Source: an optimization exercise on an open RTL-to-GDS flow (aim: small area and a short achievable clock period). Production flows keep margins and buffers that such runs may drop. Function was checked by simulation only, so behaviour that the tests miss may differ from the original.

==> flow/design.v, too long to show whole: its modules and the start of the top module <==
// module FIR_Filter_16tap: 3027 lines
module FIR_Filter_16tap #(parameter N = 16)(
    input clk, reset, enable,
    input [N-1:0] data_in,
    output [31:0] data_out
);
  // ...
==> flow/flow/run.sh <==
#!/bin/bash
# Layout flow: the standard flow with its synthesis netlist replaced by a
# hand-built gate netlist of the same design (flow/hand.py, the script that
# also wrote rtl/fir_filter_16tap.v, so registers and adder structure match
# the RTL one for one), then
#  - flow/fixpol.py removes inverters around full adders (a full adder is
#    self-dual); the logic function is unchanged;
#  - timing repair aims at a setup margin of 11.3 ns (about a 4.7 ns period)
#    instead of the bare 16 ns clock;
#  - ports are buffered with buf_4 cells, and the clock tree uses clkbuf_8
#    cells, sink clusters of 15 and no dummy loads.
# The standard synthesis still runs first; if its registers (names and cell
# types) differ from the hand netlist's, its own netlist is kept instead.
# Logs: make_synth.log, hand.log, fixpol.log, make_finish.log here, and the
# ORFS logs under orfs/logs.
set -euo pipefail
MARGIN=${MARGIN:-11.3}
CTS="-sink_clustering_enable -repair_clock_nets -dont_use_dummy_load -buf_list {sky130_fd_sc_hd__clkbuf_8} -sink_clustering_size 15 -sink_clustering_max_diameter 60"
R=orfs/results/sky130hd/FIR_Filter_16tap/base
bash standard.sh synth > make_synth.log 2>&1
cp $R/1_2_yosys.v std_synth.v
python3 flow/hand.py --pol alt --csC --x1c --cpaA bk -o hand.v > hand.log 2>&1
regs() { grep -o 'dfxtp_1 [^ ]*' "$1" | sort; }
if [[ "$(regs std_synth.v)" == "$(regs hand.v)" ]] && [[ $(regs hand.v | wc -l) -gt 0 ]]; then
  echo "using hand netlist" >> hand.log
  cp hand.v $R/1_2_yosys.v
else
  echo "register mismatch: keeping the standard netlist" >> hand.log
fi
python3 flow/fixpol.py $R/1_2_yosys.v > fixpol.log 2>&1
touch $R/1_2_yosys.v
bash standard.sh finish SETUP_SLACK_MARGIN=$MARGIN "BUFFER_PORTS_ARGS=-buffer_cell sky130_fd_sc_hd__buf_4" "CTS_ARGS=$CTS" > make_finish.log 2>&1
==> flow/flow/fixpol.py <==
#!/usr/bin/env python3
"""Remove inverters around full adders in a mapped sky130hd netlist.

A full adder is self-dual: FA(~a,~b,~c) = (~cout, ~sum).  Yosys' extract_fa
often leaves inverters between adders; this picks, for every fa cell, whether
it works on true or complemented signals so that as few inverters as
possible remain.  The logic function of the netlist is unchanged.
usage: fixpol.py netlist.v  (rewritten in place)
"""
import re, sys, os, collections, random

path = sys.argv[1]
text = open(path).read()
m = re.search(r'^module\s.*?^endmodule', text, re.S | re.M)
body = m.group(0)

cell_re = re.compile(r'^\s*(sky130_fd_sc_hd__\w+)\s+(\S+)\s*\((.*?)\);\s*$', re.S | re.M)
pin_re = re.compile(r'\.(\w+)\(\s*(.*?)\s*\)\s*(?:,|$)', re.S)
OUTPINS = {'X', 'Y', 'Q', 'Q_N', 'SUM', 'COUT', 'HI', 'LO'}

cells = []
for cm in cell_re.finditer(body):
    typ, name, pins = cm.group(1), cm.group(2), cm.group(3)
    pl = [(p, n.strip()) for p, n in pin_re.findall(pins.strip())]
    cells.append([typ, name, pl, cm.start(), cm.end()])

assigns = [(a.start(), a.end(), a.group(1).strip(), a.group(2).strip())
           for a in re.finditer(r'^\s*assign\s+(.*?)\s*=\s*(.*?)\s*;\s*$', body, re.M)]
ports = set()
for pm in re.finditer(r'^\s*(?:input|output|inout)\s+(?:\[[^\]]*\]\s*)?(.*?);', body, re.M):
    for n in pm.group(1).split(','):
        ports.add(n.strip())
def is_port(net):
    base = net.split('[')[0].strip()
    return base in ports or net in ports

inv_of = {}                      # inverter output net -> input net
inv_cells = set()
for i, c in enumerate(cells):
    if re.match(r'sky130_fd_sc_hd__inv_\d+$', c[0]):
        d = dict(c[2])
        if is_port(d['Y']):
            continue             # keep: drives a port
        inv_of[d['Y']] = d['A']
        inv_cells.add(i)

def resolve(n):
    pol = 0
    while n in inv_of:
        n = inv_of[n]; pol ^= 1
    return n, pol

driver_fa = {}                   # root net -> fa cell index
fas = [i for i, c in enumerate(cells) if re.match(r'sky130_fd_sc_hd__fa_\d+$', c[0])]
for i in fas:
    for p, n in cells[i][2]:
        if p in ('SUM', 'COUT'):
            driver_fa[n] = i

# consumers: (cell index or None, pin index or assign idx, root, pol, is_fa)
cons = []
for i, c in enumerate(cells):
    if i in inv_cells: continue
    isfa = i in driver_fa.values() or c[0].startswith('sky130_fd_sc_hd__fa_')
    for k, (p, n) in enumerate(c[2]):
        if p in OUTPINS: continue
        if not n or n.startswith("1'") or n.startswith("'"): continue
        r, pol = resolve(n)
        cons.append(('c', i, k, r, pol, isfa))
for k, (s, e, lhs, rhs) in enumerate(assigns):
    if rhs.startswith("1'") or rhs.startswith('{'): continue
    r, pol = resolve(rhs)
    cons.append(('a', k, None, r, pol, False))

flip = collections.defaultdict(int)
by_root = collections.defaultdict(list)
by_cell = collections.defaultdict(list)
for ci, cn in enumerate(cons):
    by_root[cn[3]].append(ci)
    if cn[0] == 'c' and cn[5]: by_cell[cn[1]].append(ci)

def parity(ci):
    kind, i, k, r, pol, isfa = cons[ci]
    p = pol ^ (flip[driver_fa[r]] if r in driver_fa else 0)
    if isfa: p ^= flip[i]
    return p
def root_cost(r):
    return 1 if any(parity(ci) for ci in by_root[r]) else 0
def fa_roots(i):
    rs = set(cons[ci][3] for ci in by_cell[i])
    for p, n in cells[i][2]:
        if p in ('SUM', 'COUT'): rs.add(n)
    return rs
def total():
    return sum(root_cost(r) for r in by_root)

before = total()
rng = random.Random(1)
roots_of = {i: fa_roots(i) for i in fas}
def delta(i):
    rs = roots_of[i]
    c0 = sum(root_cost(r) for r in rs)
    flip[i] ^= 1
    c1 = sum(root_cost(r) for r in rs)
    flip[i] ^= 1
    return c1 - c0
def greedy():
    improved = True
    while improved:
        improved = False
        for i in fas:
            if delta(i) < 0:
                flip[i] ^= 1; improved = True
greedy()
cur = total(); best = cur; bestflip = dict(flip)
if fas:
    T = 2.0
    steps = int(os.environ.get("FIXPOL_STEPS", "1000")) * len(fas)
    for step in range(steps):
        T = 2.0 * (1 - step / steps) + 0.05
        i = rng.choice(fas)
        d = delta(i)
        if d <= 0 or rng.random() < pow(2.718, -d / T):
            flip[i] ^= 1; cur += d
            if cur < best:
                best = cur; bestflip = dict(flip)
    flip.clear(); flip.update(bestflip)
    greedy()
after = total()

# rewrite
invnet = {}
newcells = []
def comp(r):
    if r not in invnet:
        invnet[r] = '_fixpol_%d_' % len(invnet)
    return invnet[r]
pinrep = {}
for ci, cn in enumerate(cons):
    kind, i, k, r, pol, isfa = cn
    net = comp(r) if parity(ci) else r
    pinrep[(kind, i, k)] = net

out = []
pos = 0
edits = []
for i, c in enumerate(cells):
    if i in inv_cells:
        edits.append((c[3], c[4], ''))
        continue
    pl = []
    for k, (p, n) in enumerate(c[2]):
        pl.append((p, pinrep.get(('c', i, k), n)))
    s = '  %s %s (\n%s\n  );' % (c[0], c[1], ',\n'.join('    .%s(%s)' % (p, n if not n.startswith('\\') else n + ' ') for p, n in pl))
    edits.append((c[3], c[4], s))
for k, (s, e, lhs, rhs) in enumerate(assigns):
    if ('a', k, None) in pinrep:
        n = pinrep[('a', k, None)]
        edits.append((s, e, '  assign %s = %s;' % (lhs, n if not n.startswith('\\') else n + ' ')))
edits.sort()
nb = []
for s, e, rep in edits:
    nb.append(body[pos:s]); nb.append(rep); pos = e
nb.append(body[pos:])
nb = ''.join(nb)
decl = ''.join('  wire %s;\n' % w for w in invnet.values())
invs = ''.join('  sky130_fd_sc_hd__inv_1 _fixpol_inv_%d_ (\n    .A(%s),\n    .Y(%s)\n  );\n' % (j, r if not r.startswith('\\') else r + ' ', w) for j, (r, w) in enumerate(invnet.items()))
nb = nb.replace('endmodule', decl + invs + 'endmodule')
# declarations must come before use for some readers: insert after the port list
hdr_end = nb.index(');') + 2
nb = nb[:hdr_end] + '\n' + decl + nb[hdr_end:].replace(decl + invs + 'endmodule', invs + 'endmodule')
open(path, 'w').write(text[:m.start()] + nb + text[m.end():])
print('fixpol: fa %d, inverters %d -> %d' % (len(fas), len(inv_cells), len(invnet)), file=sys.stderr)
==> flow/standard.sh <==
#!/bin/bash
# synth_recipe.tcl (not shown) runs the flow's synth.tcl, then flattens the netlist and writes it again
# the make line also repeats each setting of config.mk as NAME=value (left out here)
make -C /OpenROAD-flow-scripts/flow DESIGN_CONFIG=/design/flow/config.mk WORK_HOME=/design/flow/orfs CLKGATE_MAP_FILE= SYNTH_SCRIPT=/design/flow/synth_recipe.tcl "${@:-finish}"
==> flow/config.mk <==
export PLATFORM = sky130hd
export DESIGN_NAME = FIR_Filter_16tap
export DESIGN_NICKNAME = FIR_Filter_16tap
export VERILOG_FILES = /design/flow/design.v
export SDC_FILE = /design/flow/constraint.sdc
export NUM_CORES = 4
export LEC_CHECK = 0
export CAP_MARGIN = 20
export CORE_MARGIN = 2
export CORE_UTILIZATION = 62
export SLEW_MARGIN = 20
==> flow/constraint.sdc <==
create_clock -name core_clock -period 16.0 [get_ports {clk}]
set_input_delay 3.2000 -clock core_clock [delete_from_list [all_inputs] [get_ports {clk}]]
set_output_delay 3.2000 -clock core_clock [all_outputs]
set_load 0.01 [all_outputs]
Not shown: flow/flow/hand.py
==> notes.md, run 1 <==
- Crit. path cell count: 10
- Post-Syn Instances: 1,352
- CLK BUF: 30
- Most common cell on crit path: nor2_1
- Hold buffers post-CTS: 0
- Antenna violations before repair: 0
- Critical path arrival: 5.12 ns
- Depth of the most critical reg-to-reg path: 21
- Hold Vio Cnt, Final: 0
- H-tree level count: 1
- CTS Buffer Depth: 3
- MaxCap Viol Count: 0
- Final period util: 29.10%
- CP Data Required Time: 16.46 ns
- Non-filler cells, final: 1,772
- Critical Path End: y1[14]
- Hold Crit Start: x9[15]
- Worst R2R Start: y1[0]
- Achievable Freq: 214.8 MHz
- RR Endpoint: y1[21]
- IO Count: 51
- Outcome: complete, no violations
- First-pass detailed-route iteration total: 4
- Tap cells: 324
- Multi-input comb cells: 910
- Final routed DRC violation total: 0
==> inputs of run 2 (changes only) <==
--- a/flow/flow/run.sh
+++ b/flow/flow/run.sh
@@ -29,4 +29,4 @@
 fi
 python3 flow/fixpol.py $R/1_2_yosys.v > fixpol.log 2>&1
 touch $R/1_2_yosys.v
-bash standard.sh finish SETUP_SLACK_MARGIN=$MARGIN "BUFFER_PORTS_ARGS=-buffer_cell sky130_fd_sc_hd__buf_4" "CTS_ARGS=$CTS" > make_finish.log 2>&1
+bash standard.sh finish SETUP_SLACK_MARGIN=$MARGIN "BUFFER_PORTS_ARGS=-buffer_cell sky130_fd_sc_hd__buf_4" "CTS_ARGS=$CTS" RECOVER_POWER=100 > make_finish.log 2>&1
==> run 2 against run 1 <==
The layout now fails its checks (capacitance limit, slew limit). Worst setup slack got worse by 4.3 ns. First-iteration DRC count decreased by 1.6%. Sequential cell count unchanged.
==> notes.md, run 2 <==
- Clock latency on the worst-skew pair: 0.61 ns (about the same)
- Yosys warns: 1 (unchanged)
- Headroom to the max-slew limit: -182.4% (was 38.97%)
- Die area: 26,390 sq um (unchanged)
- CP max-delay cell: clkinvlp_2 (was maj3_1)
- Final Skew: 0.05207 ns (was 0.05242 ns)
- Antenna violations before repair: 0 (unchanged)
- MaxCap Viol Count: 4 (was 0)
- R2R Setup Slk: 11.53 ns (was 11.59 ns)
- I/O Buffers: 43 (unchanged)
- Fill cells: 1,882 (was 1,866)
- Total number of vias: 8,875 (was 8,890)
- Violated Checks: capacitance limit, slew limit
- Most frequent cells in the layout: 325 x dfxtp_1, 259 x fa_1, 199 x nand2_1 (unchanged)
- First-pass detailed-route iteration total: 4 (unchanged)
- Most common cell on crit path: clkbuf_1 (was nor2_1)
- Minimum clock period: 8.956 ns (was 4.656 ns)
- Hold Vio Cnt, Final: 0 (unchanged)
- GRT overflow: 0 (unchanged)
- Worst-path clk slew: 0.10 ns (about the same)
- Vias in the first global route: 9,532 (unchanged)
- Actual slew at the worst max-slew pin: 4.236 ns (was 0.9154 ns)
- Biggest registers after layout: Cs x25, y1 x25, Cc x19 (unchanged)
- H-tree level count: 1 (unchanged)
- HPWL after DPL: 21,690 um (unchanged)
- Buf/Inv on CP: 4 (was 2)
- CTS tree: built (unchanged)
- Cell chain of the critical path: clkbuf_1 > nor2b_4 > clkbuf_1 > clkinvlp_2 > clkbuf_1 > nor2_1 (was buf_4 > maj3_1 > xnor2_2 > nor2_1 > a21oi_2 > inv_1 > a21oi_1 > a21boi_0 > xnor2_1 > nor2_1)
- RR Endpoint: y1[21] (unchanged)
- Final TNS setup: 0 ns (unchanged)
- Hold Path End: xn12[8] (was xn10[15])
- Clock root buffer: clkbuf_8 (unchanged)
- Setup CP Type: input pin to flop (unchanged)
- Initial Util: 63.64% (unchanged)
- Worst setup SP type: input pin (unchanged)
- Drt wl/cell: 16.28 um (was 16.30 um)
- Post-Syn Instances: 1,352 (unchanged)
- Worst R2R Start: y1[2] (was y1[0])
- Antenna cells: 0 (unchanged)
- Hold Crit Start: x11[8] (was x9[15])
- Outcome: failed layout checks (was complete, no violations)
- Share of cells above drive strength 1: 8.356% (was 10.43%)
- Hold path depth: 1 (unchanged)
- Core Box Area: 24,460 sq um (unchanged)
- Hold/Removal Path Class: flop to flop (unchanged)
- Nets: 1,736 (unchanged)
- Clk sinks: 325 (unchanged)
- Syn nets: 1,638 (unchanged)
- Drt via density: 5.008 (was 5.017)
- Largest net degree at the start of global routing: 90 (unchanged)
- Global Route Usage Sum: 23.26% (unchanged)
- CP max FO: 89 (was 6)
- Final period util: 55.98% (was 29.10%)
- Number of DRC markers in iteration 0: 425 (was 432)
- Depth of the most critical reg-to-reg path: 20 (was 21)
- Num CTS Buffers: 30 (unchanged)
- Row count: 57 (unchanged)
- Delay-heaviest family, CP: buffers and inverters (was compound AO/OA/AOI/OAI gates)
- Area added between synthesis and finish: 9.878% (was 10.65%)
- Commonest non-fill, non-tap cell in the layout: dfxtp_1 (unchanged)
- Placer Congestion: 0.7899 (unchanged)
- IO Count: 51 (unchanged)
- Die X-Extent: 162.5 um (unchanged)
- Syn_area_per_cell: 11.51 sq um (unchanged)
- Post-route ant nets: 0 (unchanged)
- Critical path arrival: 9.37 ns (was 5.12 ns)
- CTS Buffer Depth: 3 (unchanged)
- First-pass GRT wire length: 48,160 um (unchanged)
- Final setup fails: 0 (unchanged)
- Final routed DRC violation total: 0 (unchanged)
- Mapped Area: 15,570 sq um (unchanged)
- RSZ-0062 raised after global routing: true (unchanged)
- CP Data Required Time: 16.42 ns (was 16.46 ns)
- CP peak stage delay: 2.40 ns (was 0.41 ns)
- Achievable Freq: 111.7 MHz (was 214.8 MHz)
- Routed wire length: 28,860 um (was 28,890 um)
- Chip height: 162.5 um (unchanged)
- Crit path capture type: flop (unchanged)
- Final Slew Violations: 307 (was 0)
- Critical Path Source: reset (was data_in[10])
run 2: layer usage:
metal  global-route usage, %  wire (um)
met1                   33.30      13140
met2                   38.84      14310
met3                   3.005        818
met4                   4.787        588
met5                       0          0
run 2: layout make-up:
| class | count | area (sq um) | share of cell area [%] |
|---|---|---|---|
| Inverter | 117 | 440.4 | 2.575 |
| Sequential cell | 325 | 6506 | 38.04 |
| Clock buffer | 30 | 412.9 | 2.414 |
| Timing Repair Buffer | 66 | 386.6 | 2.260 |
| Tap cell | 324 | 405.4 | 2.370 |
| Multi-Input combinational cell | 910 | 8954 | 52.34 |
run 2: how the worst max path moves through the flow:
stage | end | slack (ns) | cells after the start
global placement | y1[20] | 9.82 | 11
CTS | y1[22] | 11.32 | 11
finish | y1[3] | 7.04 | 6
global route | y1[3] | 6.32 | 6
detailed placement | y1[22] | 9.77 | 11
floorplan | Cc[10] | 8.35 | 3
run 2: timing repair:
action                                  CTS  global route
endpoints found under the hold margin     0             0
setup buffers                             5            14
pin swaps                                 5            20
hold buffers                              0             0
gates resized for setup                  27            54
endpoints found under the setup margin  102            15
run 2: through the flow:
step | utilization, % | std cells | cell area, sq um | worst slack, ns | hold WS (ns)
floorplan | - | 1352 | 15570 | 8.347 | 0.3517
global placement | 66.78 | 1723 | 16340 | 9.824 | 0.3530
detailed placement | 66.78 | 1723 | 16340 | 9.767 | 0.3554
CTS | 69.02 | 1758 | 16880 | 11.32 | 0.3643
global route | 69.92 | 1772 | 17110 | 6.324 | 0.3779
finish | 69.92 | 1772 | 17110 | 7.044 | 0.3683

-- port drivers added, routing unchanged --
The results above use ideal ports. As a check the final layouts listed here were re-extracted and re-timed, cells and wires unchanged. Step 1 assumes that a clkbuf_16 drives the clock port and a buf_2 every other input. Step 2 times the ports against the registers' clock, not the clock port: input delays grow and output delays shrink by t, the midpoint of the rising clock arrivals with the driver on. Three values: no drivers, after step 1, after step 2; two values: the first two.
| run | shift t [ns] | setup slack, ns | worst setup path after step 2 | slew at the worst register clock pin (ns) | worst data-port slew with drivers (ns) |
|---|---|---|---|---|---|
| run 1 | 0.630 | 11.344 / 11.372 / 10.742 | input to register | 0.10 / 0.10 | 0.06 |
| run 2 | 0.631 | 7.044 / 7.071 / 6.440 | input to register | 0.10 / 0.10 | 0.05 |
For run 2, which loses most, drivers alone change the setup slack by +0.027 ns; drivers and shift together by -0.604 ns.
